Background: an optimization exercise with open tools, aiming at small area, a short achievable clock period and few clock cycles. Do not read the settings as production practice. In this exercise RTL edits were held to simulation tests only and were not proved equivalent to the original. Power and IR drop assume default switching activity.

$ cat flow/run.sh
#!/bin/bash
# synth_recipe.tcl (not shown) runs the flow's synth.tcl, then flattens the netlist and writes it again
# the make line also repeats each setting of config.mk as NAME=value (left out here)
make -C /OpenROAD-flow-scripts/flow DESIGN_CONFIG=/design/flow/config.mk WORK_HOME=/design/flow/orfs CLKGATE_MAP_FILE= SYNTH_SCRIPT=/design/flow/synth_recipe.tcl finish
$ cat flow/config.mk
export PLATFORM = sky130hd
export DESIGN_NAME = pipe_noDataHazards_cpu
export DESIGN_NICKNAME = pipe_noDataHazards_cpu
export VERILOG_FILES = /design/flow/design.v
export SDC_FILE = /design/flow/constraint.sdc
export NUM_CORES = 4
export LEC_CHECK = 0
export CAP_MARGIN = 20
export CELL_PAD_IN_SITES_DETAIL_PLACEMENT = 1
export CORE_MARGIN = 2
export CORE_UTILIZATION = 40
export CTS_CLUSTER_DIAMETER = 100
export CTS_CLUSTER_SIZE = 24
export PLACE_DENSITY = 0.6
export SETUP_SLACK_MARGIN = 5
export SLEW_MARGIN = 20
export SYNTH_HIERARCHICAL = 1
$ cat flow/constraint.sdc
create_clock -name core_clock -period 8.0 [get_ports {clk}]
set_input_delay 1.6000 -clock core_clock [delete_from_list [all_inputs] [get_ports {clk}]]
set_output_delay 1.6000 -clock core_clock [all_outputs]
set_load 0.01 [all_outputs]
$ cat flow/design.v
module ks_add32(input [31:0] a, input [31:0] b, output [31:0] s, output [31:0] ng, output [31:0] np);
	wire w65;
	wire w67;
	wire w69;
	wire w71;
	wire w73;
	wire w75;
	wire w77;
	wire w79;
	wire w81;
	wire w83;
	wire w85;
	wire w87;
	wire w89;
	wire w91;
	wire w93;
	wire w95;
	wire w97;
	wire w99;
	wire w101;
	wire w103;
	wire w105;
	wire w107;
	wire w109;
	wire w111;
	wire w113;
	wire w115;
	wire w117;
	wire w119;
	wire w121;
	wire w123;
	wire w125;
	wire w127;
	wire w129;
	wire w131;
	wire w133;
	wire w135;
	wire w137;
	wire w139;
	wire w141;
	wire w143;
	wire w145;
	wire w147;
	wire w149;
	wire w151;
	wire w153;
	wire w155;
	wire w157;
	wire w159;
	wire w161;
	wire w163;
	wire w165;
	wire w167;
	wire w169;
	wire w171;
	wire w173;
	wire w175;
	wire w177;
	wire w179;
	wire w181;
	wire w183;
	wire w185;
	wire w187;
	wire w189;
	wire w191;
	wire w193;
	wire w195;
	wire w197;
	wire w199;
	wire w201;
	wire w203;
	wire w205;
	wire w207;
	wire w209;
	wire w211;
	wire w213;
	wire w215;
	wire w217;
	wire w219;
	wire w221;
	wire w223;
	wire w225;
	wire w227;
	wire w229;
	wire w231;
	wire w233;
	wire w235;
	wire w237;
	wire w239;
	wire w241;
	wire w243;
	wire w245;
	wire w247;
	wire w249;
	wire w251;
	wire w253;
	wire w255;
	wire w257;
	wire w259;
	wire w261;
	wire w263;
	wire w265;
	wire w267;
	wire w269;
	wire w271;
	wire w273;
	wire w275;
	wire w277;
	wire w279;
	wire w281;
	wire w283;
	wire w285;
	wire w287;
	wire w289;
	wire w291;
	wire w293;
	wire w295;
	wire w297;
	wire w299;
	wire w301;
	wire w303;
	wire w305;
	wire w307;
	wire w309;
	wire w311;
	wire w313;
	wire w315;
	wire w317;
	wire w319;
	wire w321;
	wire w323;
	wire w325;
	wire w327;
	wire w329;
	wire w331;
	wire w333;
	wire w335;
	wire w337;
	wire w339;
	wire w341;
	wire w343;
	wire w345;
	wire w347;
	wire w349;
	wire w351;
	wire w353;
	wire w355;
	wire w357;
	wire w359;
	wire w361;
	wire w363;
	wire w365;
	wire w367;
	wire w369;
	wire w371;
	wire w373;
	wire w375;
	wire w377;
	wire w379;
	wire w381;
	wire w383;
	wire w385;
	wire w387;
	wire w389;
	wire w391;
	wire w393;
	wire w395;
	wire w397;
	wire w399;
	wire w401;
	wire w403;
	wire w405;
	wire w407;
	wire w409;
	wire w411;
	wire w413;
	wire w415;
	wire w417;
	wire w419;
	wire w421;
	wire w423;
	wire w425;
	wire w427;
	wire w429;
	wire w431;
	wire w433;
	wire w435;
	wire w437;
	wire w439;
	wire w441;
	wire w443;
	wire w445;
	wire w447;
	wire w449;
	wire w451;
	wire w453;
	wire w455;
	wire w457;
	wire w459;
	wire w461;
	wire w463;
	wire w465;
	wire w467;
	wire w469;
	wire w471;
	wire w473;
	wire w475;
	wire w477;
	wire w479;
	wire w481;
	wire w483;
	wire w485;
	wire w487;
	wire w489;
	wire w491;
	wire w493;
	wire w495;
	wire w497;
	wire w499;
	wire w501;
	wire w503;
	wire w505;
	wire w507;
	wire w509;
	wire w511;
	wire w513;
	wire w515;
	wire w517;
	wire w519;
	wire w521;
	wire w523;
	wire w525;
	wire w527;
	wire w529;
	wire w531;
	wire w533;
	wire w535;
	wire w537;
	ks_nand2 u1(.a(a[0]), .b(b[0]), .y(ng[0]));
	ks_xnor2 u2(.a(a[0]), .b(b[0]), .y(np[0]));
	ks_nand2 u3(.a(a[1]), .b(b[1]), .y(ng[1]));
	ks_xnor2 u4(.a(a[1]), .b(b[1]), .y(np[1]));
	ks_nand2 u5(.a(a[2]), .b(b[2]), .y(ng[2]));
	ks_xnor2 u6(.a(a[2]), .b(b[2]), .y(np[2]));
	ks_nand2 u7(.a(a[3]), .b(b[3]), .y(ng[3]));
	ks_xnor2 u8(.a(a[3]), .b(b[3]), .y(np[3]));
	ks_nand2 u9(.a(a[4]), .b(b[4]), .y(ng[4]));
	ks_xnor2 u10(.a(a[4]), .b(b[4]), .y(np[4]));
	ks_nand2 u11(.a(a[5]), .b(b[5]), .y(ng[5]));
	ks_xnor2 u12(.a(a[5]), .b(b[5]), .y(np[5]));
	ks_nand2 u13(.a(a[6]), .b(b[6]), .y(ng[6]));
	ks_xnor2 u14(.a(a[6]), .b(b[6]), .y(np[6]));
	ks_nand2 u15(.a(a[7]), .b(b[7]), .y(ng[7]));
	ks_xnor2 u16(.a(a[7]), .b(b[7]), .y(np[7]));
	ks_nand2 u17(.a(a[8]), .b(b[8]), .y(ng[8]));
	ks_xnor2 u18(.a(a[8]), .b(b[8]), .y(np[8]));
	ks_nand2 u19(.a(a[9]), .b(b[9]), .y(ng[9]));
	ks_xnor2 u20(.a(a[9]), .b(b[9]), .y(np[9]));
	ks_nand2 u21(.a(a[10]), .b(b[10]), .y(ng[10]));
	ks_xnor2 u22(.a(a[10]), .b(b[10]), .y(np[10]));
	ks_nand2 u23(.a(a[11]), .b(b[11]), .y(ng[11]));
	ks_xnor2 u24(.a(a[11]), .b(b[11]), .y(np[11]));
	ks_nand2 u25(.a(a[12]), .b(b[12]), .y(ng[12]));
	ks_xnor2 u26(.a(a[12]), .b(b[12]), .y(np[12]));
	ks_nand2 u27(.a(a[13]), .b(b[13]), .y(ng[13]));
	ks_xnor2 u28(.a(a[13]), .b(b[13]), .y(np[13]));
	ks_nand2 u29(.a(a[14]), .b(b[14]), .y(ng[14]));
	ks_xnor2 u30(.a(a[14]), .b(b[14]), .y(np[14]));
	ks_nand2 u31(.a(a[15]), .b(b[15]), .y(ng[15]));
	ks_xnor2 u32(.a(a[15]), .b(b[15]), .y(np[15]));
	ks_nand2 u33(.a(a[16]), .b(b[16]), .y(ng[16]));
	ks_xnor2 u34(.a(a[16]), .b(b[16]), .y(np[16]));
	ks_nand2 u35(.a(a[17]), .b(b[17]), .y(ng[17]));
	ks_xnor2 u36(.a(a[17]), .b(b[17]), .y(np[17]));
	ks_nand2 u37(.a(a[18]), .b(b[18]), .y(ng[18]));
	ks_xnor2 u38(.a(a[18]), .b(b[18]), .y(np[18]));
	ks_nand2 u39(.a(a[19]), .b(b[19]), .y(ng[19]));
	ks_xnor2 u40(.a(a[19]), .b(b[19]), .y(np[19]));
	ks_nand2 u41(.a(a[20]), .b(b[20]), .y(ng[20]));
	ks_xnor2 u42(.a(a[20]), .b(b[20]), .y(np[20]));
	ks_nand2 u43(.a(a[21]), .b(b[21]), .y(ng[21]));
	ks_xnor2 u44(.a(a[21]), .b(b[21]), .y(np[21]));
	ks_nand2 u45(.a(a[22]), .b(b[22]), .y(ng[22]));
	ks_xnor2 u46(.a(a[22]), .b(b[22]), .y(np[22]));
	ks_nand2 u47(.a(a[23]), .b(b[23]), .y(ng[23]));
	ks_xnor2 u48(.a(a[23]), .b(b[23]), .y(np[23]));
	ks_nand2 u49(.a(a[24]), .b(b[24]), .y(ng[24]));
	ks_xnor2 u50(.a(a[24]), .b(b[24]), .y(np[24]));
	ks_nand2 u51(.a(a[25]), .b(b[25]), .y(ng[25]));
	ks_xnor2 u52(.a(a[25]), .b(b[25]), .y(np[25]));
	ks_nand2 u53(.a(a[26]), .b(b[26]), .y(ng[26]));
	ks_xnor2 u54(.a(a[26]), .b(b[26]), .y(np[26]));
	ks_nand2 u55(.a(a[27]), .b(b[27]), .y(ng[27]));
	ks_xnor2 u56(.a(a[27]), .b(b[27]), .y(np[27]));
	ks_nand2 u57(.a(a[28]), .b(b[28]), .y(ng[28]));
	ks_xnor2 u58(.a(a[28]), .b(b[28]), .y(np[28]));
	ks_nand2 u59(.a(a[29]), .b(b[29]), .y(ng[29]));
	ks_xnor2 u60(.a(a[29]), .b(b[29]), .y(np[29]));
	ks_nand2 u61(.a(a[30]), .b(b[30]), .y(ng[30]));
	ks_xnor2 u62(.a(a[30]), .b(b[30]), .y(np[30]));
	ks_nand2 u63(.a(a[31]), .b(b[31]), .y(ng[31]));
	ks_xnor2 u64(.a(a[31]), .b(b[31]), .y(np[31]));
	ks_oai21 u66(.a1(np[31]), .a2(ng[30]), .b1(ng[31]), .y(w65));
	ks_nor2 u68(.a(np[31]), .b(np[30]), .y(w67));
	ks_oai21 u70(.a1(np[30]), .a2(ng[29]), .b1(ng[30]), .y(w69));
	ks_nor2 u72(.a(np[30]), .b(np[29]), .y(w71));
	ks_oai21 u74(.a1(np[29]), .a2(ng[28]), .b1(ng[29]), .y(w73));
	ks_nor2 u76(.a(np[29]), .b(np[28]), .y(w75));
	ks_oai21 u78(.a1(np[28]), .a2(ng[27]), .b1(ng[28]), .y(w77));
	ks_nor2 u80(.a(np[28]), .b(np[27]), .y(w79));
	ks_oai21 u82(.a1(np[27]), .a2(ng[26]), .b1(ng[27]), .y(w81));
	ks_nor2 u84(.a(np[27]), .b(np[26]), .y(w83));
	ks_oai21 u86(.a1(np[26]), .a2(ng[25]), .b1(ng[26]), .y(w85));
	ks_nor2 u88(.a(np[26]), .b(np[25]), .y(w87));
	ks_oai21 u90(.a1(np[25]), .a2(ng[24]), .b1(ng[25]), .y(w89));
	ks_nor2 u92(.a(np[25]), .b(np[24]), .y(w91));
	ks_oai21 u94(.a1(np[24]), .a2(ng[23]), .b1(ng[24]), .y(w93));
	ks_nor2 u96(.a(np[24]), .b(np[23]), .y(w95));
	ks_oai21 u98(.a1(np[23]), .a2(ng[22]), .b1(ng[23]), .y(w97));
	ks_nor2 u100(.a(np[23]), .b(np[22]), .y(w99));
	ks_oai21 u102(.a1(np[22]), .a2(ng[21]), .b1(ng[22]), .y(w101));
	ks_nor2 u104(.a(np[22]), .b(np[21]), .y(w103));
	ks_oai21 u106(.a1(np[21]), .a2(ng[20]), .b1(ng[21]), .y(w105));
	ks_nor2 u108(.a(np[21]), .b(np[20]), .y(w107));
	ks_oai21 u110(.a1(np[20]), .a2(ng[19]), .b1(ng[20]), .y(w109));
	ks_nor2 u112(.a(np[20]), .b(np[19]), .y(w111));
	ks_oai21 u114(.a1(np[19]), .a2(ng[18]), .b1(ng[19]), .y(w113));
	ks_nor2 u116(.a(np[19]), .b(np[18]), .y(w115));
	ks_oai21 u118(.a1(np[18]), .a2(ng[17]), .b1(ng[18]), .y(w117));
	ks_nor2 u120(.a(np[18]), .b(np[17]), .y(w119));
	ks_oai21 u122(.a1(np[17]), .a2(ng[16]), .b1(ng[17]), .y(w121));
	ks_nor2 u124(.a(np[17]), .b(np[16]), .y(w123));
	ks_oai21 u126(.a1(np[16]), .a2(ng[15]), .b1(ng[16]), .y(w125));
	ks_nor2 u128(.a(np[16]), .b(np[15]), .y(w127));
	ks_oai21 u130(.a1(np[15]), .a2(ng[14]), .b1(ng[15]), .y(w129));
	ks_nor2 u132(.a(np[15]), .b(np[14]), .y(w131));
	ks_oai21 u134(.a1(np[14]), .a2(ng[13]), .b1(ng[14]), .y(w133));
	ks_nor2 u136(.a(np[14]), .b(np[13]), .y(w135));
	ks_oai21 u138(.a1(np[13]), .a2(ng[12]), .b1(ng[13]), .y(w137));
	ks_nor2 u140(.a(np[13]), .b(np[12]), .y(w139));
	ks_oai21 u142(.a1(np[12]), .a2(ng[11]), .b1(ng[12]), .y(w141));
	ks_nor2 u144(.a(np[12]), .b(np[11]), .y(w143));
	ks_oai21 u146(.a1(np[11]), .a2(ng[10]), .b1(ng[11]), .y(w145));
	ks_nor2 u148(.a(np[11]), .b(np[10]), .y(w147));
	ks_oai21 u150(.a1(np[10]), .a2(ng[9]), .b1(ng[10]), .y(w149));
	ks_nor2 u152(.a(np[10]), .b(np[9]), .y(w151));
	ks_oai21 u154(.a1(np[9]), .a2(ng[8]), .b1(ng[9]), .y(w153));
	ks_nor2 u156(.a(np[9]), .b(np[8]), .y(w155));
	ks_oai21 u158(.a1(np[8]), .a2(ng[7]), .b1(ng[8]), .y(w157));
	ks_nor2 u160(.a(np[8]), .b(np[7]), .y(w159));
	ks_oai21 u162(.a1(np[7]), .a2(ng[6]), .b1(ng[7]), .y(w161));
	ks_nor2 u164(.a(np[7]), .b(np[6]), .y(w163));
	ks_oai21 u166(.a1(np[6]), .a2(ng[5]), .b1(ng[6]), .y(w165));
	ks_nor2 u168(.a(np[6]), .b(np[5]), .y(w167));
	ks_oai21 u170(.a1(np[5]), .a2(ng[4]), .b1(ng[5]), .y(w169));
	ks_nor2 u172(.a(np[5]), .b(np[4]), .y(w171));
	ks_oai21 u174(.a1(np[4]), .a2(ng[3]), .b1(ng[4]), .y(w173));
	ks_nor2 u176(.a(np[4]), .b(np[3]), .y(w175));
	ks_oai21 u178(.a1(np[3]), .a2(ng[2]), .b1(ng[3]), .y(w177));
	ks_nor2 u180(.a(np[3]), .b(np[2]), .y(w179));
	ks_oai21 u182(.a1(np[2]), .a2(ng[1]), .b1(ng[2]), .y(w181));
	ks_nor2 u184(.a(np[2]), .b(np[1]), .y(w183));
	ks_oai21 u186(.a1(np[1]), .a2(ng[0]), .b1(ng[1]), .y(w185));
	ks_aoi21 u188(.a1(w67), .a2(w73), .b1(w65), .y(w187));
	ks_nand2 u190(.a(w67), .b(w75), .y(w189));
	ks_aoi21 u192(.a1(w71), .a2(w77), .b1(w69), .y(w191));
	ks_nand2 u194(.a(w71), .b(w79), .y(w193));
	ks_aoi21 u196(.a1(w75), .a2(w81), .b1(w73), .y(w195));
	ks_nand2 u198(.a(w75), .b(w83), .y(w197));
	ks_aoi21 u200(.a1(w79), .a2(w85), .b1(w77), .y(w199));
	ks_nand2 u202(.a(w79), .b(w87), .y(w201));
	ks_aoi21 u204(.a1(w83), .a2(w89), .b1(w81), .y(w203));
	ks_nand2 u206(.a(w83), .b(w91), .y(w205));
	ks_aoi21 u208(.a1(w87), .a2(w93), .b1(w85), .y(w207));
	ks_nand2 u210(.a(w87), .b(w95), .y(w209));
	ks_aoi21 u212(.a1(w91), .a2(w97), .b1(w89), .y(w211));
	ks_nand2 u214(.a(w91), .b(w99), .y(w213));
	ks_aoi21 u216(.a1(w95), .a2(w101), .b1(w93), .y(w215));
	ks_nand2 u218(.a(w95), .b(w103), .y(w217));
	ks_aoi21 u220(.a1(w99), .a2(w105), .b1(w97), .y(w219));
	ks_nand2 u222(.a(w99), .b(w107), .y(w221));
	ks_aoi21 u224(.a1(w103), .a2(w109), .b1(w101), .y(w223));
	ks_nand2 u226(.a(w103), .b(w111), .y(w225));
	ks_aoi21 u228(.a1(w107), .a2(w113), .b1(w105), .y(w227));
	ks_nand2 u230(.a(w107), .b(w115), .y(w229));
	ks_aoi21 u232(.a1(w111), .a2(w117), .b1(w109), .y(w231));
	ks_nand2 u234(.a(w111), .b(w119), .y(w233));
	ks_aoi21 u236(.a1(w115), .a2(w121), .b1(w113), .y(w235));
	ks_nand2 u238(.a(w115), .b(w123), .y(w237));
	ks_aoi21 u240(.a1(w119), .a2(w125), .b1(w117), .y(w239));
	ks_nand2 u242(.a(w119), .b(w127), .y(w241));
	ks_aoi21 u244(.a1(w123), .a2(w129), .b1(w121), .y(w243));
	ks_nand2 u246(.a(w123), .b(w131), .y(w245));
	ks_aoi21 u248(.a1(w127), .a2(w133), .b1(w125), .y(w247));
	ks_nand2 u250(.a(w127), .b(w135), .y(w249));
	ks_aoi21 u252(.a1(w131), .a2(w137), .b1(w129), .y(w251));
	ks_nand2 u254(.a(w131), .b(w139), .y(w253));
	ks_aoi21 u256(.a1(w135), .a2(w141), .b1(w133), .y(w255));
	ks_nand2 u258(.a(w135), .b(w143), .y(w257));
	ks_aoi21 u260(.a1(w139), .a2(w145), .b1(w137), .y(w259));
	ks_nand2 u262(.a(w139), .b(w147), .y(w261));
	ks_aoi21 u264(.a1(w143), .a2(w149), .b1(w141), .y(w263));
	ks_nand2 u266(.a(w143), .b(w151), .y(w265));
	ks_aoi21 u268(.a1(w147), .a2(w153), .b1(w145), .y(w267));
	ks_nand2 u270(.a(w147), .b(w155), .y(w269));
	ks_aoi21 u272(.a1(w151), .a2(w157), .b1(w149), .y(w271));
	ks_nand2 u274(.a(w151), .b(w159), .y(w273));
	ks_aoi21 u276(.a1(w155), .a2(w161), .b1(w153), .y(w275));
	ks_nand2 u278(.a(w155), .b(w163), .y(w277));
	ks_aoi21 u280(.a1(w159), .a2(w165), .b1(w157), .y(w279));
	ks_nand2 u282(.a(w159), .b(w167), .y(w281));
	ks_aoi21 u284(.a1(w163), .a2(w169), .b1(w161), .y(w283));
	ks_nand2 u286(.a(w163), .b(w171), .y(w285));
	ks_aoi21 u288(.a1(w167), .a2(w173), .b1(w165), .y(w287));
	ks_nand2 u290(.a(w167), .b(w175), .y(w289));
	ks_aoi21 u292(.a1(w171), .a2(w177), .b1(w169), .y(w291));
	ks_nand2 u294(.a(w171), .b(w179), .y(w293));
	ks_aoi21 u296(.a1(w175), .a2(w181), .b1(w173), .y(w295));
	ks_nand2 u298(.a(w175), .b(w183), .y(w297));
	ks_aoi21 u300(.a1(w179), .a2(w185), .b1(w177), .y(w299));
	ks_inv u302(.a(ng[0]), .y(w301));
	ks_aoi21 u304(.a1(w183), .a2(w301), .b1(w181), .y(w303));
	ks_oai21 u306(.a1(w189), .a2(w203), .b1(w187), .y(w305));
	ks_nor2 u308(.a(w189), .b(w205), .y(w307));
	ks_oai21 u310(.a1(w193), .a2(w207), .b1(w191), .y(w309));
	ks_nor2 u312(.a(w193), .b(w209), .y(w311));
	ks_oai21 u314(.a1(w197), .a2(w211), .b1(w195), .y(w313));
	ks_nor2 u316(.a(w197), .b(w213), .y(w315));
	ks_oai21 u318(.a1(w201), .a2(w215), .b1(w199), .y(w317));
	ks_nor2 u320(.a(w201), .b(w217), .y(w319));
	ks_oai21 u322(.a1(w205), .a2(w219), .b1(w203), .y(w321));
	ks_nor2 u324(.a(w205), .b(w221), .y(w323));
	ks_oai21 u326(.a1(w209), .a2(w223), .b1(w207), .y(w325));
	ks_nor2 u328(.a(w209), .b(w225), .y(w327));
	ks_oai21 u330(.a1(w213), .a2(w227), .b1(w211), .y(w329));
	ks_nor2 u332(.a(w213), .b(w229), .y(w331));
	ks_oai21 u334(.a1(w217), .a2(w231), .b1(w215), .y(w333));
	ks_nor2 u336(.a(w217), .b(w233), .y(w335));
	ks_oai21 u338(.a1(w221), .a2(w235), .b1(w219), .y(w337));
	ks_nor2 u340(.a(w221), .b(w237), .y(w339));
	ks_oai21 u342(.a1(w225), .a2(w239), .b1(w223), .y(w341));
	ks_nor2 u344(.a(w225), .b(w241), .y(w343));
	ks_oai21 u346(.a1(w229), .a2(w243), .b1(w227), .y(w345));
	ks_nor2 u348(.a(w229), .b(w245), .y(w347));
	ks_oai21 u350(.a1(w233), .a2(w247), .b1(w231), .y(w349));
	ks_nor2 u352(.a(w233), .b(w249), .y(w351));
	ks_oai21 u354(.a1(w237), .a2(w251), .b1(w235), .y(w353));
	ks_nor2 u356(.a(w237), .b(w253), .y(w355));
	ks_oai21 u358(.a1(w241), .a2(w255), .b1(w239), .y(w357));
	ks_nor2 u360(.a(w241), .b(w257), .y(w359));
	ks_oai21 u362(.a1(w245), .a2(w259), .b1(w243), .y(w361));
	ks_nor2 u364(.a(w245), .b(w261), .y(w363));
	ks_oai21 u366(.a1(w249), .a2(w263), .b1(w247), .y(w365));
	ks_nor2 u368(.a(w249), .b(w265), .y(w367));
	ks_oai21 u370(.a1(w253), .a2(w267), .b1(w251), .y(w369));
	ks_nor2 u372(.a(w253), .b(w269), .y(w371));
	ks_oai21 u374(.a1(w257), .a2(w271), .b1(w255), .y(w373));
	ks_nor2 u376(.a(w257), .b(w273), .y(w375));
	ks_oai21 u378(.a1(w261), .a2(w275), .b1(w259), .y(w377));
	ks_nor2 u380(.a(w261), .b(w277), .y(w379));
	ks_oai21 u382(.a1(w265), .a2(w279), .b1(w263), .y(w381));
	ks_nor2 u384(.a(w265), .b(w281), .y(w383));
	ks_oai21 u386(.a1(w269), .a2(w283), .b1(w267), .y(w385));
	ks_nor2 u388(.a(w269), .b(w285), .y(w387));
	ks_oai21 u390(.a1(w273), .a2(w287), .b1(w271), .y(w389));
	ks_nor2 u392(.a(w273), .b(w289), .y(w391));
	ks_oai21 u394(.a1(w277), .a2(w291), .b1(w275), .y(w393));
	ks_nor2 u396(.a(w277), .b(w293), .y(w395));
	ks_oai21 u398(.a1(w281), .a2(w295), .b1(w279), .y(w397));
	ks_nor2 u400(.a(w281), .b(w297), .y(w399));
	ks_oai21 u402(.a1(w285), .a2(w299), .b1(w283), .y(w401));
	ks_oai21 u404(.a1(w289), .a2(w303), .b1(w287), .y(w403));
	ks_inv u406(.a(w185), .y(w405));
	ks_oai21 u408(.a1(w293), .a2(w405), .b1(w291), .y(w407));
	ks_oai21 u410(.a1(w297), .a2(ng[0]), .b1(w295), .y(w409));
	ks_aoi21 u412(.a1(w307), .a2(w337), .b1(w305), .y(w411));
	ks_nand2 u414(.a(w307), .b(w339), .y(w413));
	ks_aoi21 u416(.a1(w311), .a2(w341), .b1(w309), .y(w415));
	ks_nand2 u418(.a(w311), .b(w343), .y(w417));
	ks_aoi21 u420(.a1(w315), .a2(w345), .b1(w313), .y(w419));
	ks_nand2 u422(.a(w315), .b(w347), .y(w421));
	ks_aoi21 u424(.a1(w319), .a2(w349), .b1(w317), .y(w423));
	ks_nand2 u426(.a(w319), .b(w351), .y(w425));
	ks_aoi21 u428(.a1(w323), .a2(w353), .b1(w321), .y(w427));
	ks_nand2 u430(.a(w323), .b(w355), .y(w429));
	ks_aoi21 u432(.a1(w327), .a2(w357), .b1(w325), .y(w431));
	ks_nand2 u434(.a(w327), .b(w359), .y(w433));
	ks_aoi21 u436(.a1(w331), .a2(w361), .b1(w329), .y(w435));
	ks_nand2 u438(.a(w331), .b(w363), .y(w437));
	ks_aoi21 u440(.a1(w335), .a2(w365), .b1(w333), .y(w439));
	ks_nand2 u442(.a(w335), .b(w367), .y(w441));
	ks_aoi21 u444(.a1(w339), .a2(w369), .b1(w337), .y(w443));
	ks_nand2 u446(.a(w339), .b(w371), .y(w445));
	ks_aoi21 u448(.a1(w343), .a2(w373), .b1(w341), .y(w447));
	ks_nand2 u450(.a(w343), .b(w375), .y(w449));
	ks_aoi21 u452(.a1(w347), .a2(w377), .b1(w345), .y(w451));
	ks_nand2 u454(.a(w347), .b(w379), .y(w453));
	ks_aoi21 u456(.a1(w351), .a2(w381), .b1(w349), .y(w455));
	ks_nand2 u458(.a(w351), .b(w383), .y(w457));
	ks_aoi21 u460(.a1(w355), .a2(w385), .b1(w353), .y(w459));
	ks_nand2 u462(.a(w355), .b(w387), .y(w461));
	ks_aoi21 u464(.a1(w359), .a2(w389), .b1(w357), .y(w463));
	ks_nand2 u466(.a(w359), .b(w391), .y(w465));
	ks_aoi21 u468(.a1(w363), .a2(w393), .b1(w361), .y(w467));
	ks_nand2 u470(.a(w363), .b(w395), .y(w469));
	ks_aoi21 u472(.a1(w367), .a2(w397), .b1(w365), .y(w471));
	ks_nand2 u474(.a(w367), .b(w399), .y(w473));
	ks_aoi21 u476(.a1(w371), .a2(w401), .b1(w369), .y(w475));
	ks_aoi21 u478(.a1(w375), .a2(w403), .b1(w373), .y(w477));
	ks_aoi21 u480(.a1(w379), .a2(w407), .b1(w377), .y(w479));
	ks_aoi21 u482(.a1(w383), .a2(w409), .b1(w381), .y(w481));
	ks_inv u484(.a(w299), .y(w483));
	ks_aoi21 u486(.a1(w387), .a2(w483), .b1(w385), .y(w485));
	ks_inv u488(.a(w303), .y(w487));
	ks_aoi21 u490(.a1(w391), .a2(w487), .b1(w389), .y(w489));
	ks_aoi21 u492(.a1(w395), .a2(w185), .b1(w393), .y(w491));
	ks_inv u494(.a(ng[0]), .y(w493));
	ks_aoi21 u496(.a1(w399), .a2(w493), .b1(w397), .y(w495));
	ks_oai21 u498(.a1(w413), .a2(w475), .b1(w411), .y(w497));
	ks_oai21 u500(.a1(w417), .a2(w477), .b1(w415), .y(w499));
	ks_oai21 u502(.a1(w421), .a2(w479), .b1(w419), .y(w501));
	ks_oai21 u504(.a1(w425), .a2(w481), .b1(w423), .y(w503));
	ks_oai21 u506(.a1(w429), .a2(w485), .b1(w427), .y(w505));
	ks_oai21 u508(.a1(w433), .a2(w489), .b1(w431), .y(w507));
	ks_oai21 u510(.a1(w437), .a2(w491), .b1(w435), .y(w509));
	ks_oai21 u512(.a1(w441), .a2(w495), .b1(w439), .y(w511));
	ks_inv u514(.a(w401), .y(w513));
	ks_oai21 u516(.a1(w445), .a2(w513), .b1(w443), .y(w515));
	ks_inv u518(.a(w403), .y(w517));
	ks_oai21 u520(.a1(w449), .a2(w517), .b1(w447), .y(w519));
	ks_inv u522(.a(w407), .y(w521));
	ks_oai21 u524(.a1(w453), .a2(w521), .b1(w451), .y(w523));
	ks_inv u526(.a(w409), .y(w525));
	ks_oai21 u528(.a1(w457), .a2(w525), .b1(w455), .y(w527));
	ks_oai21 u530(.a1(w461), .a2(w299), .b1(w459), .y(w529));
	ks_oai21 u532(.a1(w465), .a2(w303), .b1(w463), .y(w531));
	ks_inv u534(.a(w185), .y(w533));
	ks_oai21 u536(.a1(w469), .a2(w533), .b1(w467), .y(w535));
	ks_oai21 u538(.a1(w473), .a2(ng[0]), .b1(w471), .y(w537));
	ks_inv u539(.a(np[0]), .y(s[0]));
	ks_xor2 u540(.a(np[1]), .b(ng[0]), .y(s[1]));
	ks_xnor2 u541(.a(np[2]), .b(w185), .y(s[2]));
	ks_xor2 u542(.a(np[3]), .b(w303), .y(s[3]));
	ks_xor2 u543(.a(np[4]), .b(w299), .y(s[4]));
	ks_xnor2 u544(.a(np[5]), .b(w409), .y(s[5]));
	ks_xnor2 u545(.a(np[6]), .b(w407), .y(s[6]));
	ks_xnor2 u546(.a(np[7]), .b(w403), .y(s[7]));
	ks_xnor2 u547(.a(np[8]), .b(w401), .y(s[8]));
	ks_xor2 u548(.a(np[9]), .b(w495), .y(s[9]));
	ks_xor2 u549(.a(np[10]), .b(w491), .y(s[10]));
	ks_xor2 u550(.a(np[11]), .b(w489), .y(s[11]));
	ks_xor2 u551(.a(np[12]), .b(w485), .y(s[12]));
	ks_xor2 u552(.a(np[13]), .b(w481), .y(s[13]));
	ks_xor2 u553(.a(np[14]), .b(w479), .y(s[14]));
	ks_xor2 u554(.a(np[15]), .b(w477), .y(s[15]));
	ks_xor2 u555(.a(np[16]), .b(w475), .y(s[16]));
	ks_xnor2 u556(.a(np[17]), .b(w537), .y(s[17]));
	ks_xnor2 u557(.a(np[18]), .b(w535), .y(s[18]));
	ks_xnor2 u558(.a(np[19]), .b(w531), .y(s[19]));
	ks_xnor2 u559(.a(np[20]), .b(w529), .y(s[20]));
	ks_xnor2 u560(.a(np[21]), .b(w527), .y(s[21]));
	ks_xnor2 u561(.a(np[22]), .b(w523), .y(s[22]));
	ks_xnor2 u562(.a(np[23]), .b(w519), .y(s[23]));
	ks_xnor2 u563(.a(np[24]), .b(w515), .y(s[24]));
	ks_xnor2 u564(.a(np[25]), .b(w511), .y(s[25]));
	ks_xnor2 u565(.a(np[26]), .b(w509), .y(s[26]));
	ks_xnor2 u566(.a(np[27]), .b(w507), .y(s[27]));
	ks_xnor2 u567(.a(np[28]), .b(w505), .y(s[28]));
	ks_xnor2 u568(.a(np[29]), .b(w503), .y(s[29]));
	ks_xnor2 u569(.a(np[30]), .b(w501), .y(s[30]));
	ks_xnor2 u570(.a(np[31]), .b(w499), .y(s[31]));
endmodule
module ks_nand2(input a, input b, output y);
	assign y = ~(a & b);
endmodule
module ks_nor2(input a, input b, output y);
	assign y = ~(a | b);
endmodule
module ks_xnor2(input a, input b, output y);
	assign y = ~(a ^ b);
endmodule
module ks_xor2(input a, input b, output y);
	assign y = a ^ b;
endmodule
module ks_inv(input a, output y);
	assign y = ~a;
endmodule
module ks_aoi21(input a1, input a2, input b1, output y);
	assign y = ~((a1 & a2) | b1);
endmodule
module ks_oai21(input a1, input a2, input b1, output y);
	assign y = ~((a1 | a2) & b1);
endmodule
module ks_nand3(input a, input b, input c, output y);
	assign y = ~(a & b & c);
endmodule
module ks_ornb(input a, input b, output y);
	assign y = a | ~b;
endmodule
module ks_and2(input a, input b, output y);
	assign y = a & b;
endmodule
`timescale 1ns / 1ps
module pipe_noDataHazards_cpu(clrn,clk,pc,inst,dmem_addr,dmem_wdata,dmem_we,dmem_rdata);
	input clrn,clk;
	output [31:0] pc;
	input [31:0] inst;
	output [31:0] dmem_addr,dmem_wdata;
	output dmem_we;
	input [31:0] dmem_rdata;
	reg [31:2] pcr;             
	reg pend;                   
	reg [31:2] ptgt;            
	reg id_v;                   
	reg [31:0] ir;              
	reg ex_we, ex_ld, ex_st, ex_beq, ex_bne, ex_j;
	reg [4:0] ex_wn;
	reg [31:0] ex_an;           
	reg [31:0] ex_b;            
	reg [31:0] ex_cn;           
	reg [4:0] ex_sa;
	reg ex_fa_r, ex_fa_s, ex_fa_o;   
	reg ex_fb_r, ex_fb_s, ex_fb_o;   
	reg ex_fc_r, ex_fc_s, ex_fc_o;   
	reg ex_add, ex_and, ex_or, ex_xor, ex_sh, ex_shl, ex_shr, ex_ari;
	reg m_ld, m_st, m_add;
	reg [3:0] m_wlo;            
	reg [7:0] m_whi;            
	reg [31:0] m_sum;           
	reg [31:0] m_oth;           
	reg [31:0] m_sd;
	wire stall;
	assign pc = {pcr, 2'b00};
	wire [31:2] pc_inc = pcr + 30'd1;
	always @(posedge clk or negedge clrn)
		if (!clrn) pcr <= 30'd0;
		else if (!stall) pcr <= pend ? ptgt : pc_inc;
	always @(posedge clk or negedge clrn)
		if (!clrn) id_v <= 1'b0;
		else if (!stall) id_v <= 1'b1;
	reg [3:0] id_alo, id_blo;
	reg [7:0] id_ahi, id_bhi;
	always @(posedge clk)
		if (!stall) begin
			ir <= inst;
			id_alo <= 4'd1 << inst[6:5];
			id_ahi <= 8'd1 << inst[9:7];
			id_blo <= 4'd1 << inst[1:0];
			id_bhi <= 8'd1 << inst[4:2];
		end
	wire [11:0] op12 = ir[31:20];
	wire [5:0]  op6  = ir[31:26];
	wire [4:0]  rs = ir[9:5], rt = ir[4:0], rd = ir[14:10];
	wire [15:0] imm = ir[25:10];
	wire d_add  = op12 == 12'h001;
	wire d_and  = op12 == 12'h041;
	wire d_or   = op12 == 12'h042;
	wire d_xor  = op12 == 12'h044;
	wire d_sra  = op12 == 12'h081;
	wire d_srl  = op12 == 12'h082;
	wire d_sll  = op12 == 12'h083;
	wire d_addi = op6 == 6'b000101;
	wire d_andi = op6 == 6'b001001;
	wire d_ori  = op6 == 6'b001010;
	wire d_xori = op6 == 6'b001100;
	wire d_ld   = op6 == 6'b001101;
	wire d_st   = op6 == 6'b001110;
	wire d_beq  = op6 == 6'b001111;
	wire d_bne  = op6 == 6'b010000;
	wire d_j    = op6 == 6'b010010;
	wire d_rr   = d_add | d_and | d_or | d_xor;
	wire d_shf  = d_sra | d_srl | d_sll;
	wire d_imm  = d_addi | d_andi | d_ori | d_xori | d_ld;
	wire d_bb   = d_beq | d_bne;
	wire use_rs = d_rr | d_imm | d_st | d_bb;
	wire use_rt = d_rr | d_shf | d_st | d_bb;
	wire [4:0] wn = (d_rr | d_shf) ? rd : rt;
	wire d_we   = (d_rr | d_shf | d_imm) & (wn != 5'd0);
	assign stall = ex_ld & ((use_rs & (ex_wn == rs)) | (use_rt & (ex_wn == rt)));
	wire go = id_v & ~stall;
	wire [31:0] wdata = m_ld ? dmem_rdata : m_add ? m_sum : m_oth;
	reg [31:1] rv;
	always @(posedge clk or negedge clrn)
		if (!clrn) rv <= 31'd0;
		else rv <= rv | ewr;
	reg byp_a, byp_b;
	wire byp_a_id = ex_we & (ex_wn == rs);
	wire byp_b_id = ex_we & (ex_wn == rt);
	wire byp_a_if = ex_we & (ex_wn == inst[9:5]);
	wire byp_b_if = ex_we & (ex_wn == inst[4:0]);
	always @(posedge clk) begin
		byp_a <= stall ? byp_a_id : byp_a_if;
		byp_b <= stall ? byp_b_id : byp_b_if;
	end
	wire [31:0] sel_a, sel_b;
	wire [31:0] qa_n, qb_n;
	assign sel_a[0] = byp_a;
	assign sel_b[0] = byp_b;
	wire [31:0] rfx [0:31];
	wire [3:0] wlo = m_wlo;
	wire [7:0] whi = m_whi;
	wire [31:1] ewr;
	assign rfx[0] = wdata;
	genvar g, b;
	generate
		for (g = 1; g < 32; g = g + 1) begin : R
			reg [31:0] q;
			wire e, en;
			ks_and2  we_a(.a(wlo[g % 4]), .b(whi[g / 4]), .y(e));
			ks_nand2 we_n(.a(wlo[g % 4]), .b(whi[g / 4]), .y(en));
			wire [31:0] nx;
			for (b = 0; b < 32; b = b + 1) begin : H
				rf_hold h(.e(e), .en(en), .d(wdata[b]), .q(q[b]), .y(nx[b]));
			end
			always @(posedge clk) q <= nx;
			assign rfx[g] = q;
			assign ewr[g] = e;
			assign sel_a[g] = id_alo[g % 4] & id_ahi[g / 4] & rv[g] & ~byp_a;
			assign sel_b[g] = id_blo[g % 4] & id_bhi[g / 4] & rv[g] & ~byp_b;
		end
		for (b = 0; b < 32; b = b + 1) begin : C
			wire [31:0] x;
			for (g = 0; g < 32; g = g + 1) begin : X
				assign x[g] = rfx[g][b];
			end
			rf_read32 ra(.x(x), .s(sel_a), .y(qa_n[b]));
			rf_read32 rb(.x(x), .s(sel_b), .y(qb_n[b]));
		end
	endgenerate
	wire [31:0] bsum, bsum_ng, bsum_np;
	ks_add32 badd(.a({2'b00, pcr}), .b({{16{imm[15]}}, imm}), .s(bsum), .ng(bsum_ng), .np(bsum_np));
	wire [31:2] btgt = bsum[29:0];
	wire [31:2] jtgt = {pcr[31:28], ir[25:0]};
	wire b_imm = d_imm | d_st;
	wire [31:0] immx = {{16{imm[15] & (d_addi | d_ld | d_st)}}, imm};
	wire em_a = ex_we & (ex_wn == rs);
	wire em_b = ex_we & (ex_wn == rt);
	wire ex_isadd = ex_add;
	always @(posedge clk or negedge clrn)
		if (!clrn) begin
			ex_we <= 1'b0; ex_ld <= 1'b0; ex_st <= 1'b0;
			ex_beq <= 1'b0; ex_bne <= 1'b0; ex_j <= 1'b0;
		end else begin
			ex_we  <= go & d_we;
			ex_ld  <= go & d_ld & (wn != 5'd0);
			ex_st  <= go & d_st;
			ex_beq <= go & d_beq;
			ex_bne <= go & d_bne;
			ex_j   <= go & d_j;
		end
	always @(posedge clk)
		if (id_v & (d_bb | d_j)) ptgt <= d_j ? jtgt : btgt;
	always @(posedge clk) begin
		ex_wn  <= wn;
		ex_an  <= qa_n;
		ex_b   <= b_imm ? immx : ~qb_n;
		ex_cn  <= qb_n;
		ex_sa  <= ir[19:15];
		ex_fa_s <= em_a & ex_isadd;
		ex_fa_o <= em_a & ~ex_isadd;
		ex_fa_r <= ~em_a;
		ex_fb_s <= ~b_imm & em_b & ex_isadd;
		ex_fb_o <= ~b_imm & em_b & ~ex_isadd;
		ex_fb_r <= b_imm | ~em_b;
		ex_fc_s <= em_b & ex_isadd;
		ex_fc_o <= em_b & ~ex_isadd;
		ex_fc_r <= ~em_b;
		ex_add <= d_add | d_addi | d_ld | d_st;
		ex_and <= d_and | d_andi;
		ex_or  <= d_or | d_ori;
		ex_xor <= d_xor | d_xori;
		ex_sh  <= d_shf;
		ex_shl <= d_sll;
		ex_shr <= d_sra | d_srl;
		ex_ari <= d_sra;
	end
	wire [31:0] opa, opb;
	genvar fi;
	generate
		for (fi = 0; fi < 32; fi = fi + 1) begin : F
			wire a0, a1, a2, b0, b1, b2;
			ks_ornb   ua0(.a(ex_an[fi]), .b(ex_fa_r), .y(a0));
			ks_nand2  ua1(.a(ex_fa_s), .b(m_sum[fi]), .y(a1));
			ks_nand2  ua2(.a(ex_fa_o), .b(m_oth[fi]), .y(a2));
			ks_nand3  ua3(.a(a0), .b(a1), .c(a2), .y(opa[fi]));
			ks_nand2  ub0(.a(ex_fb_r), .b(ex_b[fi]), .y(b0));
			ks_nand2  ub1(.a(ex_fb_s), .b(m_sum[fi]), .y(b1));
			ks_nand2  ub2(.a(ex_fb_o), .b(m_oth[fi]), .y(b2));
			ks_nand3  ub3(.a(b0), .b(b1), .c(b2), .y(opb[fi]));
		end
	endgenerate
	wire [31:0] sdat = ({32{ex_fc_r}} & ~ex_cn) | ({32{ex_fc_s}} & m_sum) | ({32{ex_fc_o}} & m_oth);
	wire [31:0] sum, ng, np;
	ks_add32 adder(.a(opa), .b(opb), .s(sum), .ng(ng), .np(np));
	wire [4:0] sa = ex_sa;
	wire fill = ex_ari & opb[31];
	function [31:0] shstep;
		input [31:0] x;
		input h, l, r, f;
		input integer n;
		integer j;
		begin
			for (j = 0; j < 32; j = j + 1)
				shstep[j] = (h & x[j]) | (l & ((j >= n) ? x[j-n] : 1'b0))
				          | (r & ((j + n < 32) ? x[j+n] : f));
		end
	endfunction
	wire [31:0] s1 = shstep(opb, ~sa[0], ex_shl & sa[0], ex_shr & sa[0], fill, 1);
	wire [31:0] s2 = shstep(s1,  ~sa[1], ex_shl & sa[1], ex_shr & sa[1], fill, 2);
	wire [31:0] s3 = shstep(s2,  ~sa[2], ex_shl & sa[2], ex_shr & sa[2], fill, 4);
	wire [31:0] s4 = shstep(s3,  ~sa[3], ex_shl & sa[3], ex_shr & sa[3], fill, 8);
	wire [31:0] s5 = shstep(s4,  ~sa[4], ex_shl & sa[4], ex_shr & sa[4], fill, 16);
	wire [31:0] oth = ({32{ex_and}} & ~ng) |
	                  ({32{ex_or}} & ~(ng & np)) | ({32{ex_xor}} & ~np) |
	                  ({32{ex_sh}} & s5);
	wire eq = &np;
	wire taken = ex_j | (ex_beq & eq) | (ex_bne & ~eq);
	always @(posedge clk or negedge clrn)
		if (!clrn) pend <= 1'b0;
		else if (taken) pend <= 1'b1;
		else if (!stall) pend <= 1'b0;
	always @(posedge clk or negedge clrn)
		if (!clrn) begin
			m_wlo <= 4'd0; m_ld <= 1'b0; m_st <= 1'b0;
		end else begin
			m_wlo <= {4{ex_we}} & (4'd1 << ex_wn[1:0]);
			m_ld <= ex_ld; m_st <= ex_st;
		end
	always @(posedge clk) begin
		m_whi <= 8'd1 << ex_wn[4:2];
		m_add <= ex_add;
		m_sum <= sum;
		m_oth <= oth;
		m_sd  <= sdat;
	end
	assign dmem_addr  = m_sum;
	assign dmem_wdata = m_sd;
	assign dmem_we    = m_st;
endmodule
module rf_hold(input e, input en, input d, input q, output y);
	assign y = (e & d) | (en & q);
endmodule
module rf_read32(input [31:0] x, input [31:0] s, output y);
	wire [10:0] t;
	wire n0, n1, n2;
	genvar i;
	generate
		for (i = 0; i < 10; i = i + 1) begin : A
			rf_ao222n u(.a0(x[3*i]), .s0(s[3*i]), .a1(x[3*i+1]), .s1(s[3*i+1]), .a2(x[3*i+2]), .s2(s[3*i+2]), .y(t[i]));
		end
	endgenerate
	rf_ao22n u10(.a0(x[30]), .s0(s[30]), .a1(x[31]), .s1(s[31]), .y(t[10]));
	rf_nand4 v0(.a(t[0]), .b(t[1]), .c(t[2]), .d(t[3]), .y(n0));
	rf_nand4 v1(.a(t[4]), .b(t[5]), .c(t[6]), .d(t[7]), .y(n1));
	rf_nand3 v2(.a(t[8]), .b(t[9]), .c(t[10]), .y(n2));
	rf_nor3 w(.a(n0), .b(n1), .c(n2), .y(y));
endmodule
module rf_ao222n(input a0, input s0, input a1, input s1, input a2, input s2, output y);
	assign y = ~((a0 & s0) | (a1 & s1) | (a2 & s2));
endmodule
module rf_ao22n(input a0, input s0, input a1, input s1, output y);
	assign y = ~((a0 & s0) | (a1 & s1));
endmodule
module rf_nand4(input a, input b, input c, input d, output y);
	assign y = ~(a & b & c & d);
endmodule
module rf_nand3(input a, input b, input c, output y);
	assign y = ~(a & b & c);
endmodule
module rf_nor3(input a, input b, input c, output y);
	assign y = ~(a | b | c);
endmodule
==> results.txt, run 1 <==
- Leak Pwr: 24.5 nW
- Final nets: 6241
- Root buffer cell: clkbuf_16
- GRT Total Usage: 0.382
- Worst-Margin Slew: 1.25 ns
- Pre-CTS setup slack: 3.85 ns
- Max cap viols: 0
- Most frequent cells in the layout: dfxtp_1, a22o_1, a222oi_1, nand2_1, nor2_1
- Mean Syn Cell Area: 10.4 um2
- Met3 Usage GRT: 0.125
- Post-Syn Area: 60600 um2
- Vias in the first global route: 61.3k
- Antenna Nets Post-Route: 0
- Die Height: 393 um
- CTS buffer count: 70
- Worst-case clock buffer depth: 3
- Final worst setup slack: 4.93 ns
- CP arrival: 3.70 ns
- Layout cells sized above 1: 0.160
- Area delta synth->final: 15.0%
- Post-Route Skew: 0.0470 ns
- Largest net degree at the start of global routing: 87
- Startpoint Class: flop
- DIE WIDTH: 393 um
- PwrDens: 188 nW/um2
- Avg WL per Cell: 37.9 um
- Final setup violation count: 0
- WS Path Type: flop to flop
- First-pass GRT wire length: 435 mm
- Length of the first detailed-routing pass in iterations: 14
- CTS tree: yes
- Vias after detailed routing: 62.5k
- Slew HR: 0.167
- Status: timing/DRC/antenna clean
- Starting Density: 0.404
- Fin crit period: 3.07 ns
- Commonest non-fill, non-tap cell in the layout: dfxtp_1
- Cell Area, Placed: 65700 um2
- Core area: 150000 um2
- Setup crit end kind: flop
- Gr busiest metal: met2
- GP Congestion: 0.996
- Hold WC Path Type: flop to flop
- Port-buffer cells: 160
- Fmax: 0.326 GHz
- Setup tns final: 0 ns
- Met1 Use GR: 0.518
- Initial antenna violation count: 5
- # rows: 142
- IO Pins: 163
- Hold_ws: 0.419 ns
- Fin crit share: 0.384
- GR Util met2: 0.523
- Congestion Overflow GR: 0
- Ys Warns: 7
- Clk latency of the worst-skew pair: 0.75 ns
- WL final: 311 mm
- DRT iter0 DRCs: 11.9k
- RSZ-0062 raised after global routing: yes
- Max Slew Vio Count: 0
- Worst-path clk slew: 0.11 ns
- Vias per cell: 7.60
- Req. time, crit path: 8.63 ns
- # H-tree levels: 3
- Die area: 155000 um2
- Clock sinks: 1383
- Fin. Hold Viols: 0
- # DRC: 0
- Maximum VDD drop: 136 uV
- Worst-path fanout max: 47
- HPWL after DPL: 187 mm
- Mapped Cells: 5808
- Post-route cell area: 69700 um2
## cell type report
class / count / area, um2
Clock inverter: 11 / 121
Sequential cell: 1383 / 29100
Tap cell: 2016 / 2520
Fill cell: 16400 / 80500
Multi-Input combinational cell: 4241 / 32000
Antenna cell: 1 / 2.50
Timing Repair Buffer: 420 / 3730
Clock buffer: 90 / 1930
Inverter: 56 / 240
Timing Repair inverter: 2 / 18.8
## per-stage QoR
step / instances / utilization / power (mW)
floorplan: 5809 / - / 8.30
global placement: 8026 / 0.438 / 8.88
detailed placement: 8026 / 0.438 / 8.91
CTS: 8193 / 0.458 / 13.0
global route: 8219 / 0.464 / 13.4
finish: 8220 / 0.464 / 13.1
## critical path, cell delays in order, from the launching register on
cell	delay, ns
dfxtp_2	0.33
buf_6	0.20
inv_1	0.11
buf_6	0.39
o32ai_1	0.16
a211oi_1	0.34
a21oi_2	0.13
a221oi_1	0.31
o21ai_0	0.21
and3_2	0.34
or3_1	0.38
## path summary, 6_finish.rpt
kind | start | cells after the start | end | slack [ns]
worst min register to register | ex_cn[28] | 1 | m_sd[28] | 0.42
min in group asynchronous | clrn | 1 | pcr[26] | 0.71
worst max register to register | ex_shl | 10 | m_oth[9] | 4.93
worst min-delay path | ex_cn[28] | 1 | m_sd[28] | 0.42
max in group asynchronous | clrn | 2 | m_ld | 6.00
worst max-delay path | ex_shl | 10 | m_oth[9] | 4.93
## state kept, by name (all words and copies together), names as in the netlist, 31 cells and up
register and flops:
R.q 992, ex_an 32, ex_b 32, ex_cn 32, ir 32, m_oth 32
m_sd 32, m_sum 32, rv 31
## where the power goes
part / internal (mW) / total [mW] / switching, mW
combinational: 0.602 / 1.65 / 1.05
clock: 1.74 / 4.21 / 2.46
sequential: 7.11 / 7.26 / 0.141
## what timing repair did
| item | in CTS | in global routing |
|---|---|---|
| resized for setup | 431 | 162 |
| setup endpoints to repair | 304 | 92 |
| gates cloned | 4 | 8 |
| buffers inserted | 62 | 17 |
| endpoints found under the hold margin | 0 | 0 |
| hold buffers | 0 | 0 |
| pin swaps | 8 | 34 |
## metal layers
layer / up-vias / part of all wire
li1: 25000 / -
met3: 1102 / 0.15
met1: 31100 / 0.38
met5: - / 0.00010
met4: 4 / 0.072
met2: 5348 / 0.40
Testbench counts, summed over its fixed seeds: cycles 49,672.
==> run 2, diff against run 1 <==
--- a/flow/config.mk
+++ b/flow/config.mk
@@ -8,10 +8,10 @@
 export CAP_MARGIN = 20
 export CELL_PAD_IN_SITES_DETAIL_PLACEMENT = 1
 export CORE_MARGIN = 2
-export CORE_UTILIZATION = 40
+export CORE_UTILIZATION = 45
 export CTS_CLUSTER_DIAMETER = 100
-export CTS_CLUSTER_SIZE = 24
-export PLACE_DENSITY = 0.6
+export CTS_CLUSTER_SIZE = 22
+export PLACE_DENSITY = 0.68
 export SETUP_SLACK_MARGIN = 5
 export SLEW_MARGIN = 20
 export SYNTH_HIERARCHICAL = 1
==> run 2 against run 1 <==
Global-route usage increased by 6.2 points. Cell count decreased by 2.7%. Synthesized cell count is the same. Critical endpoint is now ex_an[27].
==> results.txt, run 2 <==
- Core area: 134000 um2
- Antenna Nets Post-Route: 0
- DIE WIDTH: 371 um
- Vias after detailed routing: 65.1k
- Setup crit end kind: flop
- Worst hold start: ex_st
- FF-to-FF path depth: 7
- Clock sinks: 1383
- IO Pins: 163
- Post-Syn Area: 60600 um2
- CTS buffer count: 75
- Fillers: 14.4k
- Mapped Cells: 5808
- Buf/Inv on CP: 2
- HPWL after DPL: 190 mm
- Fin crit share: 0.392
- PwrDens: 191 nW/um2
- Layout cells sized above 1: 0.166
- Biggest register: R.q
- First-pass GRT wire length: 450 mm
- Setup slack, reg-to-reg: 4.87 ns
- Critical-path cell list: buf_12 -> nor2b_1 -> and3_1 -> buf_4 -> a222oi_1 -> nand4_1 -> nor3_2
- Fin. Hold Viols: 0
- Max cap viols: 0
- Clk latency of the worst-skew pair: 0.75 ns
- # rows: 134
- # DRC: 0
- CP arrival: 3.78 ns
- Max Slew Vio Count: 0
- WS Path Type: flop to flop
- Root buffer cell: clkbuf_16
- Worst-Margin Slew: 1.40 ns
- Worst-path fanout max: 36
- Worst r2r dst: ex_an[27]
- Placed Instances: 7776
- GP Congestion: 1.04
- Port-buffer cells: 160
- Final nets: 6261
- Length of the first detailed-routing pass in iterations: 14
- Setup tns final: 0 ns
- Leak Pwr: 24.6 nW
- Worst-path clk slew: 0.10 ns
- GRT Total Usage: 0.444
- WL final: 325 mm
- Worst-case clock buffer depth: 3
- Final setup violation count: 0
- Fin crit period: 3.13 ns
- Hold EP: m_st
- Mean Syn Cell Area: 10.4 um2
- Ys Warns: 7
- Register Area: 29100 um2
- Req. time, crit path: 8.65 ns
- Critical path's slowest cell: a222oi_1
- Starting Density: 0.454
- Initial antenna violation count: 14
- Maximum VDD drop: 145 uV
- Area of the multi-input gates: 32200 um2
- Die area: 138000 um2
- Congestion Overflow GR: 0
- Status: timing/DRC/antenna clean
- Slew HR: 0.0641
- Max FFs per register: 992
- Hold Path Cell Cnt: 0
- Vias in the first global route: 63.8k
- Area delta synth->final: 15.1%
- RSZ-0062 raised after global routing: yes
- CTS tree: yes
- CTS Hold Bufs: 0
- Post-Layout Cell Count: 7995
- Vias per cell: 8.14
- Startpoint Class: flop
- Largest net degree at the start of global routing: 115
- Commonest non-fill, non-tap cell in the layout: dfxtp_1
- Avg WL per Cell: 40.7 um
- Most frequent cells in the layout: dfxtp_1, a22o_1, a222oi_1, nand2_1, buf_4
- Hold WC Path Type: flop to flop
- Fmax: 0.319 GHz
- Cell family with most CP delay: simple AND/OR/NAND/NOR gates
- FF-to-FF Start: byp_a
- Die Height: 371 um
- # H-tree levels: 3
- DRT iter0 DRCs: 13.9k
- Worst stage delay on the critical path: 0.57 ns
- Post-Route Skew: 0.0546 ns
run 2: worst max-delay path by stage:
stage / startpoint / to / slack (ns) / depth (start not counted)
finish: byp_a / ex_an[27] / 4.87 / 7
global route: byp_b / ex_b[7] / 4.91 / 9
CTS: ir[25] / pcr[8] / 4.92 / 10
detailed placement: dmem_rdata[9] / ex_b[9] / 4.01 / 8
global placement: dmem_rdata[9] / ex_b[9] / 4.05 / 8
floorplan: dmem_rdata[0] / ex_b[0] / 4.88 / 6
run 2: cell type report:
cell class                      count  share of cell area
Tap cell                         1768              0.0317
Clock inverter                     10             0.00205
Multi-Input combinational cell   4244               0.462
Clock buffer                       95              0.0289
Inverter                           56             0.00328
Antenna cell                        5            0.000179
Sequential cell                  1383               0.417
Timing Repair Buffer              433              0.0545
Timing Repair inverter              1            0.000108
run 2: what timing repair did:
action | in CTS | in global routing
pin swaps | 20 | 44
gates cloned | 7 | 7
setup buffers | 51 | 43
resized for setup | 453 | 194
setup endpoints to repair | 305 | 167
run 2: worst reg2reg max path: stages (launching register included):
cell and delay [ns]:
dfxtp_1 0.38, buf_12 0.32, nor2b_1 0.30, and3_1 0.28
buf_4 0.28, a222oi_1 0.65, nand4_1 0.54, nor3_2 0.31
run 2: per-layer routing:
layer / share of wire / track usage / vias to the layer above
met4: 0.085 / 0.301 / 12
met5: 0.00034 / 0.00385 / -
li1: - / - / 25000
met3: 0.17 / 0.188 / 1588
met1: 0.36 / 0.565 / 32000
met2: 0.39 / 0.604 / 6379
run 2: where the power goes:
part / total (mW) / leakage (nW) / internal [mW] / switching (mW)
clock: 4.32 / 1.04 / 1.81 / 2.51
combinational: 1.71 / 11.9 / 0.607 / 1.11
sequential: 7.26 / 11.7 / 7.11 / 0.151
run 2: through the flow:
step | hold WS, ns | util | worst slack [ns] | cell area, um2 | total power, mW
2_1_floorplan | 0.331 | - | 4.88 | 60700 | 8.30
3_3_place_gp | 0.370 | 0.489 | 4.05 | 65400 | 8.86
3_5_place_dp | 0.371 | 0.489 | 4.01 | 65400 | 8.92
4_1_cts | 0.392 | 0.514 | 4.92 | 68600 | 13.1
5_1_grt | 0.391 | 0.522 | 4.91 | 69700 | 13.6
6_report | 0.387 | 0.522 | 4.87 | 69700 | 13.3
==> run 3, diff against run 2 <==
==> flow/flow/run.sh (new file) <==
#!/bin/bash
set -e
sed -e 's/SETUP_SLACK_MARGIN=5 /SETUP_SLACK_MARGIN=5.25 /' standard.sh > standard_m.sh
grep -q 'SETUP_SLACK_MARGIN=5.25 ' standard_m.sh
bash standard_m.sh > standard.log 2>&1
==> flow/standard.sh (new file) <==
#!/bin/bash
# synth_recipe.tcl (not shown) runs the flow's synth.tcl, then flattens the netlist and writes it again
# the make line also repeats each setting of config.mk as NAME=value (left out here)
make -C /OpenROAD-flow-scripts/flow DESIGN_CONFIG=/design/flow/config.mk WORK_HOME=/design/flow/orfs CLKGATE_MAP_FILE= SYNTH_SCRIPT=/design/flow/synth_recipe.tcl "${@:-finish}"
--- a/flow/config.mk
+++ b/flow/config.mk
@@ -8,10 +8,10 @@
 export CAP_MARGIN = 20
 export CELL_PAD_IN_SITES_DETAIL_PLACEMENT = 1
 export CORE_MARGIN = 2
-export CORE_UTILIZATION = 45
+export CORE_UTILIZATION = 40
 export CTS_CLUSTER_DIAMETER = 100
-export CTS_CLUSTER_SIZE = 22
-export PLACE_DENSITY = 0.68
+export CTS_CLUSTER_SIZE = 24
+export PLACE_DENSITY = 0.6
 export SETUP_SLACK_MARGIN = 5
 export SLEW_MARGIN = 20
 export SYNTH_HIERARCHICAL = 1
removed: flow/run.sh
==> run 3 against run 2 <==
Still clean. Worst setup slack better by 0.10 ns. Via count up 1.0%. Critical endpoint is now m_oth[15]. First-iteration DRC count down 0.34%. Power up 0.93%. Routed wire length up 6.7%. Sequential share of layout area down 2.6 points. Design area up 6.9%. Sequential cell count unchanged.
==> results.txt, run 3 <==
- Status: timing/DRC/antenna clean
- Slew HR: 0.126
- Post-Route Skew: 0.0398 ns
- Core area: 150000 um2
- Ys Warns: 7
- Fmax: 0.330 GHz
- Initial antenna violation count: 11
- Root buffer cell: clkbuf_16
- Worst-Margin Slew: 1.31 ns
- Setup tns final: 0 ns
- Mean Syn Cell Area: 10.4 um2
- Met3 Usage GRT: 0.163
- Met1 Use GR: 0.541
- GR Util met2: 0.558
- CTS buffer count: 71
- RSZ-0062 raised after global routing: yes
- Fillers: 16.1k
- Startpoint Class: flop
- # H-tree levels: 3
- CP arrival: 3.65 ns
- Setup crit end kind: flop
- Post-Syn Area: 60600 um2
- Most frequent cells in the layout: dfxtp_1, a22o_1, a222oi_1, nand2_1, buf_4
- Fin crit share: 0.379
- GP Congestion: 1.02
- WS Path Type: flop to flop
- Die Height: 393 um
- Hold WC Path Type: flop to flop
- # rows: 142
- Antenna Nets Post-Route: 0
- Starting Density: 0.404
- Port-buffer cells: 160
- Avg WL per Cell: 41.2 um
- Die area: 155000 um2
- Sequential share of power: 0.542
- Max cap viols: 0
- Maximum VDD drop: 161 uV
- Final nets: 6441
- HPWL after DPL: 190 mm
- Sw Ratio: 0.286
- Max FFs per register: 992
- DIE WIDTH: 393 um
- Clk pwr share: 0.320
- Vias after detailed routing: 65.8k
- Fin. Hold Viols: 0
- # DRC: 0
- Pre-CTS setup slack: 3.94 ns
- First-pass GRT wire length: 467 mm
- Congestion Overflow GR: 0
- Max Slew Vio Count: 0
- Worst-path clk slew: 0.11 ns
- Commonest non-fill, non-tap cell in the layout: dfxtp_1
- Biggest register: R.q
- Vias per cell: 7.81
- Final worst setup slack: 4.97 ns
- Hold_ws: 0.424 ns
- DRT iter0 DRCs: 13.9k
- Fin crit period: 3.03 ns
- Largest net degree at the start of global routing: 65
- Req. time, crit path: 8.62 ns
- WL final: 347 mm
- Clk latency of the worst-skew pair: 0.75 ns
- Worst-path fanout max: 8
- Final setup violation count: 0
- Worst-case clock buffer depth: 3
- GRT Total Usage: 0.416
- Gr busiest metal: met2
- Area delta synth->final: 23.0%
- Leak Pwr: 26.5 nW
- Comb pwr share: 0.138
- Layout cells sized above 1: 0.238
- PwrDens: 180 nW/um2
- Length of the first detailed-routing pass in iterations: 14
- CTS tree: yes
- Pint: 9.58 mW
- Clock sinks: 1383
- Mapped Cells: 5808
- Switching pwr: 3.84 mW
- Vias in the first global route: 63.6k
- IO Pins: 163
==> run 3: final cells by class <==
| cell class | instances | area [um2] | share of cell area |
|---|---|---|---|
| Clock inverter | 14 | 210 | 0.00282 |
| Antenna cell | 2 | 5.00 | 0.0000671 |
| Timing Repair Buffer | 605 | 6250 | 0.0838 |
| Inverter | 56 | 226 | 0.00304 |
| Clock buffer | 85 | 1870 | 0.0251 |
| Multi-Input combinational cell | 4257 | 34300 | 0.460 |
| Sequential cell | 1383 | 29100 | 0.391 |
| Tap cell | 2016 | 2520 | 0.0338 |
==> run 3: worst max-delay path, cell delays in order (launching register included) <==
cell and delay (ns):
dfxtp_4 0.43, buf_6 0.15, buf_12 0.15, nand2_4 0.08, nand3_4 0.19, nor2_4 0.18
a311o_1 0.18, o31ai_1 0.09, a21o_2 0.32, buf_12 0.16, a21oi_2 0.19, nor3_1 0.08
a211o_1 0.33, a221o_1 0.37
==> run 3: layer usage <==
layer / vias to the layer above / share of wire
met3: 1542 / 0.16
met5: - / 0.00023
met2: 6100 / 0.39
met4: 12 / 0.090
li1: 25500 / -
met1: 32600 / 0.36
==> run 3: final timing paths <==
path	startpoint	to	slack, ns	cells after the start
worst max-delay path	ex_fb_o	m_oth[15]	4.97	13
worst min-delay path	ex_st	m_st	0.42	0
worst max register to register	ex_fb_o	m_oth[15]	4.97	13
worst min register to register	ex_st	m_st	0.42	0
max in group asynchronous	clrn	pend	5.94	2
min in group asynchronous	clrn	pcr[19]	0.82	1
==> run 3: metrics by stage <==
stage | std cells | total power, mW | cell area [um2] | utilization
finish | 8418 | 13.4 | 74500 | 0.496
global route | 8417 | 13.7 | 74500 | 0.496
CTS | 8281 | 13.2 | 71500 | 0.476
detailed placement | 8022 | 8.89 | 65700 | 0.438
global placement | 8022 | 8.85 | 65700 | 0.438
floorplan | 5809 | 8.30 | 60800 | -
==> run 3: power groups by stage <==
stage	sequential, mW	combinational [mW]	clock (mW)
2_1_floorplan	7.42	0.882	0
4_1_cts	7.26	1.68	4.25
3_5_place_dp	7.51	1.38	0
6_report	7.27	1.86	4.29
5_1_grt	7.28	1.96	4.48
3_3_place_gp	7.50	1.35	0
==> run 3: repair_timing <==
item	4_1_cts	5_1_grt
hold buffers	0	0
pin swaps	79	150
gates cloned	30	21
buffers inserted	130	113
setup endpoints to repair	338	248
hold endpoints to repair	0	0
resized for setup	1012	377

## what the ideal ports hide
No port has a modelled driver above. Below, the same layouts with a new extraction and two added sets of constraints.
Step 1 sets driving cells, clkbuf_16 on the clock port and buf_2 on the other inputs (assumed; they add their load-dependent delay and slew).
Step 2, shift: input delay + t, output delay - t, t = (earliest + latest rising clock arrival at the registers) / 2. This alone moves slack from input paths to output paths.
Slacks: no drivers / after step 1 / after step 2; pairs: no drivers / after step 1.
| run | t (ns) | setup slack, ns | worst setup path after step 2 | clock arrival spread, ns | worst slew at a driven data input, ns |
|---|---|---|---|---|---|
| run 1 | 0.818 | 4.928 / 4.925 / 4.244 | input to register | 0.055 / 0.055 | 0.07 |
| run 2 | 0.801 | 4.866 / 4.866 / 4.173 | input to register | 0.057 / 0.057 | 0.07 |
| run 3 | 0.812 | 4.967 / 4.949 / 4.359 | input to register | 0.044 / 0.044 | 0.08 |
After both steps setup and hold are still met in every run listed. For run 2, which loses most, drivers alone change the setup slack by 0.000 ns; drivers and shift together by -0.693 ns.
